Context: an optimization exercise on an open-source flow, tuned for small area and a short achievable clock period. The choices shown serve that exercise and are no tape-out recipe. Where RTL was checked, it was by simulation tests only, not by an equivalence proof against the original. Power and IR drop assume default switching activity.

## mac_demo
module mac_demo(input clk, input reset, input ena,
                input signed [15:0] k, input signed [15:0] x,
                output signed [31:0] acc_out);
  reg [31:0] rs, rc;
  wire [31:0] ag, ap;
  ha u_cp0 (.a(rs[0]), .b(rc[0]), .s(ap[0]), .co(ag[0]));
  ha u_cp1 (.a(rs[1]), .b(rc[1]), .s(ap[1]), .co(ag[1]));
  ha u_cp2 (.a(rs[2]), .b(rc[2]), .s(ap[2]), .co(ag[2]));
  ha u_cp3 (.a(rs[3]), .b(rc[3]), .s(ap[3]), .co(ag[3]));
  ha u_cp4 (.a(rs[4]), .b(rc[4]), .s(ap[4]), .co(ag[4]));
  ha u_cp5 (.a(rs[5]), .b(rc[5]), .s(ap[5]), .co(ag[5]));
  ha u_cp6 (.a(rs[6]), .b(rc[6]), .s(ap[6]), .co(ag[6]));
  ha u_cp7 (.a(rs[7]), .b(rc[7]), .s(ap[7]), .co(ag[7]));
  ha u_cp8 (.a(rs[8]), .b(rc[8]), .s(ap[8]), .co(ag[8]));
  ha u_cp9 (.a(rs[9]), .b(rc[9]), .s(ap[9]), .co(ag[9]));
  ha u_cp10 (.a(rs[10]), .b(rc[10]), .s(ap[10]), .co(ag[10]));
  ha u_cp11 (.a(rs[11]), .b(rc[11]), .s(ap[11]), .co(ag[11]));
  ha u_cp12 (.a(rs[12]), .b(rc[12]), .s(ap[12]), .co(ag[12]));
  ha u_cp13 (.a(rs[13]), .b(rc[13]), .s(ap[13]), .co(ag[13]));
  ha u_cp14 (.a(rs[14]), .b(rc[14]), .s(ap[14]), .co(ag[14]));
  ...
Size: ~60 flip-flops.
Settings: LEC_CHECK=0, ABC_AREA=1, CAP_MARGIN=20, CORE_MARGIN=2, CORE_UTILIZATION=40, CTS_BUF_LIST=sky130_fd_sc_hd__clkbuf_4 sky130_fd_sc_hd__clkbuf_8, SETUP_SLACK_MARGIN=3.1, SLEW_MARGIN=20, SYNTH_HIERARCHICAL=1, SYNTH_MINIMUM_KEEP_SIZE=0; clock period 7.0 ns.
standard.sh (not shown) runs the stock make flow with config.mk's settings and CLKGATE_MAP_FILE= SYNTH_SCRIPT=/design/flow/synth_recipe.tcl, a recipe that flattens the netlist after the stock synthesis.
==> flow/flow/run.sh <==
#!/bin/bash
# The standard layout (the standard.sh, unchanged synthesis), except that
# the port buffers are plain buffers and the clock-delay buffer cells are not
# used anywhere. The make output goes to standard.log; ORFS keeps each step's
# log under orfs/logs/.
set -uo pipefail
export BUFFER_PORTS_ARGS="-buffer_cell sky130_fd_sc_hd__buf_2"
export DONT_USE_CELLS="sky130_fd_sc_hd__clkdlybuf4s15_1 sky130_fd_sc_hd__clkdlybuf4s15_2 sky130_fd_sc_hd__clkdlybuf4s18_1 sky130_fd_sc_hd__clkdlybuf4s18_2 sky130_fd_sc_hd__clkdlybuf4s25_1 sky130_fd_sc_hd__clkdlybuf4s25_2 sky130_fd_sc_hd__clkdlybuf4s50_1 sky130_fd_sc_hd__clkdlybuf4s50_2"
bash standard.sh > standard.log 2>&1
The first run finished clean.
Edit:
Settings changed: SETUP_SLACK_MARGIN 3.1 to 2.9.
The changed run went through all stages and came out clean.
Via count drops by 5.7%.
Worst setup slack loses 60 ps.
Total power drops by about 13%.
Count of clock-buffer cells in the layout climbs by 1.
Cell area drops by about 18%.
Core utilization drops by 10 points.
First-iteration DRC count drops by about 11%.
Maximum frequency drops by about 1.5%.
Edit:
Settings changed: SETUP_SLACK_MARGIN 2.9 to 2.7.
Outcome:
- The new run completed without violations
- sequential share of layout area goes up by 1.2 points
- sequential cell count does not change
- core utilization goes down by 4.4 points
- final cell count goes down by about 3.5%
- critical path depth goes down by 1
- fmax goes down by 4.4%
- via count goes down by 5.3%
- power goes down by 10%
- area after synthesis stays the same
- count of clock-buffer cells in the layout goes down by 1
- cell area goes down by 9.1%
Function was not checked in any run of this note: the RTL went through the layout flow alone.

* * *

Setup of alpha:
mac_demo, a different RTL version from the one above (not shown whole).
Size in the first run: about 61 flip-flops, roughly 67 I/O pins.
clock: 7.0 ns
lec_check: 0
abc_area: 1
cap_margin: 20
core_margin: 2
core_utilization: 40
cts_buf_list: sky130_fd_sc_hd__clkbuf_4 sky130_fd_sc_hd__clkbuf_8
setup_slack_margin: 2.6
slew_margin: 20
synth_hierarchical: 1
synth_minimum_keep_size: 0
Scripts as last shown in full above: flow/flow/run.sh
[inputs] beta vs alpha
- changing SETUP_SLACK_MARGIN from 2.6 to 2.9
--- a/flow/flow/run.sh
+++ b/flow/flow/run.sh
@@ -8,2 +8,3 @@
 export DONT_USE_CELLS="sky130_fd_sc_hd__clkdlybuf4s15_1 sky130_fd_sc_hd__clkdlybuf4s15_2 sky130_fd_sc_hd__clkdlybuf4s18_1 sky130_fd_sc_hd__clkdlybuf4s18_2 sky130_fd_sc_hd__clkdlybuf4s25_1 sky130_fd_sc_hd__clkdlybuf4s25_2 sky130_fd_sc_hd__clkdlybuf4s50_1 sky130_fd_sc_hd__clkdlybuf4s50_2"
+export SETUP_MOVE_SEQUENCE="unbuffer,sizeup,swap"
 bash standard.sh > standard.log 2>&1
Notes after the runs:
Of alpha and beta, the lower total power of the final layout belongs to alpha. Wire length: beta vs alpha up 2.4%. Power per unit of standard cell area went down slightly going from alpha to beta. NOTE: sequential share of layout area in beta falls short of that of alpha. The global routing usage on met1 in beta was lower than what alpha gave. From beta to alpha, non-clock buffer count did not move at all. Relative to alpha, beta improves worst hold slack.

-- separate check: timing with driven ports --
No port has a modelled driver above. Below, the same layouts with a new extraction and two added sets of constraints. Step 1, drivers: a clkbuf_16 drives clk and a buf_2 each remaining input, both assumed. Step 2, shift: input delay + t, output delay - t, t = (earliest + latest rising clock arrival at the registers) / 2. This alone moves slack from input paths to output paths. a / b / c = no drivers / after step 1 / after step 2; a / b = the first two.
run | shift t [ns] | slack for setup (ns) | hold slack, ns
the first run of note 1 | 0.415 | 2.989 / 2.953 / 2.574 | 0.765 / 0.765 / 0.765
the second run of note 1 | 0.405 | 2.930 / 2.931 / 2.526 | 0.651 / 0.651 / 0.651
the third run of note 1 | 0.407 | 2.740 / 2.741 / 2.334 | 0.730 / 0.730 / 0.730
alpha | 0.406 | 2.774 / 2.762 / 2.391 | 0.687 / 0.687 / 0.687
beta | 0.408 | 2.934 / 2.909 / 2.522 | 0.718 / 0.718 / 0.718
After both steps every run listed still meets setup and hold. The setup slack of the first run of note 1, which loses most, moves by -0.036 ns with the drivers and by -0.415 ns with both steps.
